What follows belongs to an exercise in optimizing a design on an open flow for small area; a production flow would make more cautious choices.

==> job 6005: inputs <==
==> flow/design.v <==
`timescale          1ns/1ns
`default_nettype    none
module EF_TCC32 (
    input   wire            clk,
    input   wire            rst_n,
    input   wire            ctr_in,
    input   wire [31:0]     period,
    input   wire [31:0]     ctr_match,
    output  reg  [31:0]     tmr,
    output  reg  [31:0]     cp_count,
    input   wire [ 3:0]     clk_src,
    output  wire            to_flag,
    output  wire            match_flag,
    input   wire            tmr_en,
    input   wire            one_shot,
    input   wire            up,
    input   wire            cp_en,
    input   wire [1:0]      cp_event,
    output  wire            cp_flag,
    input   wire            en
);
    reg ctr_in_sync0, ctr_in_sync1, ctr_in_sync_delayed;
    always @(posedge clk) begin
        ctr_in_sync0        <= ctr_in;
        ctr_in_sync1        <= ctr_in_sync0;
        ctr_in_sync_delayed <= ctr_in_sync1;
    end
    reg [7:0] pre;
    wire [8:0] pre_c;
    assign pre_c[0] = en;
    genvar gi;
    generate for (gi = 0; gi < 8; gi = gi + 1) begin : g_pre
        assign pre_c[gi+1] = pre_c[gi] & pre[gi];
    end endgenerate
    always @(posedge clk)
        pre <= (pre ^ pre_c[7:0]) & {8{rst_n}};
    wire ctr_mode    = (clk_src == 4'd9);
    wire tmr_clk_src = ~clk_src[3] ? pre[clk_src[2:0]] :
                       ctr_mode    ? ctr_in_sync1      : 1'b1;
    reg tmr_clk_src_delayed;
    always @(posedge clk)
        tmr_clk_src_delayed <= tmr_clk_src;
    wire tmr_clk = (clk_src == 4'd8) | (~tmr_clk_src_delayed & tmr_clk_src);
    reg stop;
    assign to_flag = up ? (tmr == period) : (tmr == 32'b0);
    wire        tmr_cnt = ~stop & tmr_clk;
    wire [31:0] tmr_y   = up ? tmr : ~tmr;
    wire [32:0] tmr_t;
    assign tmr_t[0] = tmr_cnt;
    generate for (gi = 0; gi < 32; gi = gi + 1) begin : g_tmr
        assign tmr_t[gi+1] = tmr_t[gi] & tmr_y[gi];
    end endgenerate
    wire reload = ~tmr_en | to_flag;
    always @(posedge clk)
        tmr <= reload ? (period & {32{~up}}) : (tmr ^ tmr_t[31:0]);
    always @(posedge clk)
        if (~tmr_en)
            stop <= 1'b0;
        else if (to_flag & one_shot)
            stop <= 1'b1;
    reg [31:0] cp_ctr;
    reg        cp_counting, cp_counting_delayed;
    wire cp_pos = ~ctr_in_sync_delayed &  ctr_in_sync1;
    wire cp_neg =  ctr_in_sync_delayed & ~ctr_in_sync1;
    always @(posedge clk)
        if (!cp_en)
            cp_counting <= 1'b0;
        else if ((cp_event[0] & cp_pos) | (cp_event[1] & cp_neg))
            cp_counting <= ~cp_counting;
    wire [32:0] cp_t;
    assign cp_t[0] = tmr_clk;
    generate for (gi = 0; gi < 32; gi = gi + 1) begin : g_cp
        assign cp_t[gi+1] = cp_t[gi] & cp_ctr[gi];
    end endgenerate
    always @(posedge clk)
        cp_ctr <= (cp_ctr ^ cp_t[31:0]) & {32{cp_counting & rst_n}};
    always @(posedge clk)
        cp_counting_delayed <= cp_counting;
    assign cp_flag = cp_counting_delayed & ~cp_counting;
    always @(posedge clk)
        if (cp_flag | ~rst_n)
            cp_count <= cp_ctr;
    reg match, match_delayed;
    always @(posedge clk) begin
        match         <= (tmr == ctr_match) & ctr_mode;
        match_delayed <= match;
    end
    assign match_flag = match & ~match_delayed;
endmodule
`timescale			1ns/1ns
`default_nettype	none
module EF_TCC32_apb (
	input	wire 		ext_clk,
	input	wire 		PCLK,
	input	wire 		PRESETn,
	input	wire [31:0]	PADDR,
	input	wire 		PWRITE,
	input	wire 		PSEL,
	input	wire 		PENABLE,
	input	wire [31:0]	PWDATA,
	output	wire [31:0]	PRDATA,
	output	wire 		PREADY,
	output	wire 		irq
);
	localparam[15:0] TIMER_REG_ADDR = 16'h0000;
	localparam[15:0] PERIOD_REG_ADDR = 16'h0004;
	localparam[15:0] COUNTER_REG_ADDR = 16'h0008;
	localparam[15:0] COUNTER_MATCH_REG_ADDR = 16'h000c;
	localparam[15:0] CONTROL_REG_ADDR = 16'h0010;
	localparam[15:0] ICR_REG_ADDR = 16'h0f00;
	localparam[15:0] RIS_REG_ADDR = 16'h0f04;
	localparam[15:0] IM_REG_ADDR = 16'h0f08;
	localparam[15:0] MIS_REG_ADDR = 16'h0f0c;
	reg	[31:0]	PERIOD_REG;
	reg	[31:0]	COUNTER_MATCH_REG;
	reg	[31:0]	CONTROL_REG;
	reg	[2:0]	IM_REG;
	reg	[2:0]	RIS_REG;
	reg		irq_pend;
	wire[31:0]	tmr;
	wire[31:0]	cp_count;
	wire		to_flag, cp_flag, match_flag;
	wire[2:0]	flags	= {match_flag, cp_flag, to_flag};
	wire		apb_we	= PWRITE & PSEL & PENABLE;
	wire[15:0]	addr	= PADDR[15:0];
	EF_TCC32 inst_to_wrap (
		.clk(PCLK),
		.rst_n(PRESETn),
		.ctr_in(ext_clk),
		.period(PERIOD_REG),
		.ctr_match(COUNTER_MATCH_REG),
		.tmr(tmr),
		.cp_count(cp_count),
		.clk_src(CONTROL_REG[11:8]),
		.to_flag(to_flag),
		.match_flag(match_flag),
		.tmr_en(CONTROL_REG[1]),
		.one_shot(CONTROL_REG[17]),
		.up(CONTROL_REG[16]),
		.cp_en(CONTROL_REG[3]),
		.cp_event(CONTROL_REG[25:24]),
		.cp_flag(cp_flag),
		.en(CONTROL_REG[0])
	);
	wire[31:0]	wdata	= PWDATA & {32{PRESETn}};
	always @(posedge PCLK) if((apb_we & (addr==PERIOD_REG_ADDR)) | ~PRESETn) PERIOD_REG <= wdata;
	always @(posedge PCLK) if((apb_we & (addr==COUNTER_MATCH_REG_ADDR)) | ~PRESETn) COUNTER_MATCH_REG <= wdata;
	always @(posedge PCLK) if((apb_we & (addr==CONTROL_REG_ADDR)) | ~PRESETn) CONTROL_REG <= wdata;
	always @(posedge PCLK) if((apb_we & (addr==IM_REG_ADDR)) | ~PRESETn) IM_REG <= wdata[2:0];
	wire[2:0]	icr	= (apb_we & (addr==ICR_REG_ADDR)) ? PWDATA[2:0] : 3'd0;
	wire[2:0]	ris_set	= flags | RIS_REG;
	always @(posedge PCLK or negedge PRESETn)
		if(~PRESETn) begin
			RIS_REG  <= 3'd0;
			irq_pend <= 1'b0;
		end else begin
			RIS_REG  <= ris_set & ~icr;
			irq_pend <= |(ris_set & icr & IM_REG);
		end
	wire[2:0]	MIS_REG	= RIS_REG & IM_REG;
	assign irq = (|MIS_REG) | irq_pend;
	assign	PRDATA =
			(addr == PERIOD_REG_ADDR) ? PERIOD_REG :
			(addr == COUNTER_MATCH_REG_ADDR) ? COUNTER_MATCH_REG :
			(addr == CONTROL_REG_ADDR) ? CONTROL_REG :
			(addr == RIS_REG_ADDR) ? {29'd0, RIS_REG} :
			(addr == ICR_REG_ADDR) ? 32'd0 :
			(addr == IM_REG_ADDR) ? {29'd0, IM_REG} :
			(addr == TIMER_REG_ADDR) ? tmr :
			(addr == COUNTER_REG_ADDR) ? cp_count :
			(addr == MIS_REG_ADDR) ? {29'd0, MIS_REG} :
			32'hDEADBEEF;
	assign PREADY = 1'b1;
endmodule
==> flow/run.sh <==
#!/bin/bash
# synth_recipe.tcl (not shown) runs the flow's synth.tcl, then flattens the netlist and writes it again
# the make line also repeats each setting of config.mk as NAME=value (left out here)
make -C /OpenROAD-flow-scripts/flow DESIGN_CONFIG=/design/flow/config.mk WORK_HOME=/design/flow/orfs CLKGATE_MAP_FILE= SYNTH_SCRIPT=/design/flow/synth_recipe.tcl finish
==> flow/config.mk <==
export PLATFORM = sky130hd
export DESIGN_NAME = EF_TCC32_apb
export DESIGN_NICKNAME = EF_TCC32_apb
export VERILOG_FILES = /design/flow/design.v
export SDC_FILE = /design/flow/constraint.sdc
export NUM_CORES = 4
export LEC_CHECK = 0
export CAP_MARGIN = 20
export CORE_MARGIN = 2
export CORE_UTILIZATION = 40
export CTS_BUF_LIST = sky130_fd_sc_hd__clkbuf_4
export SLEW_MARGIN = 20
==> flow/constraint.sdc <==
create_clock -name core_clock -period 10.0 [get_ports {PCLK}]
set_input_delay 2.0000 -clock core_clock [delete_from_list [all_inputs] [get_ports {PCLK}]]
set_output_delay 2.0000 -clock core_clock [all_outputs]
set_load 0.01 [all_outputs]
==> inputs of job 7460, as changes to job 6005 <==
- CORE_UTILIZATION: 40 -> 60
- CTS_BUF_LIST: sky130_fd_sc_hd__clkbuf_4 -> sky130_fd_sc_hd__clkbuf_8
- CTS_CLUSTER_DIAMETER: unset -> 50
- CTS_CLUSTER_SIZE: unset -> 15
==> impl_metrics.env <==
export IMPL_leakage_nw=4.81
export IMPL_wirelength_um=29700
export IMPL_clock_root_buffer="clkbuf_8"
export IMPL_grtUsageMet2_pct=48.5
export IMPL_n_all_buffers=100
export IMPL_area_delta_synth_final_pct=13.8
export IMPL_outcome="timing/DRC/antenna clean"
export IMPL_core_um2=17800
export IMPL_numCtsBuffers=24
export IMPL_hpwl_um=20900
The numbers above come from job 7460.

==> impl_metrics.env <==
export IMPL_outcome="timing/DRC/antenna clean"
export IMPL_core_um2=26800
export IMPL_n_all_buffers=99
export IMPL_area_delta_synth_final_pct=16.7
export IMPL_maxCapViolCount=0
export IMPL_grtUsageMet2_pct=35.3
export IMPL_wirelength_um=30700
export IMPL_hpwl_um=20900
export IMPL_ctsHoldBuffers=0
export IMPL_leakage_nw=4.94
The numbers above come from job 6005.

No run of this note included a check of the RTL's function; only the layout flow was run.

==> afterwards: timing with drivers on the ports <==
The flow's constraints put no driver on any port. The routed layouts listed below were extracted and timed again, unchanged, in two steps. Step 1: set_driving_cell puts a clkbuf_16 on PCLK and a buf_2 on each other input, an assumption about the parent block. Step 2 adds t to the input delays and takes it off the output delays; t is the mean of the earliest and latest rising clock arrival at the registers after step 1. Input paths then give back, and output paths get back, about the clock's delay inside the block. a / b / c = ideal ports / drivers / drivers and shift; a / b = the first two.
| run | t, ns | setup WS [ns] | hold slack, ns |
|---|---|---|---|
| job 6005 | 0.709 | 2.060 / 2.060 / 2.060 | 0.337 / 0.337 / 0.337 |
| job 7460 | 0.599 | 1.977 / 1.977 / 1.977 | 0.335 / 0.335 / 0.335 |
After both steps every run listed still meets setup and hold.
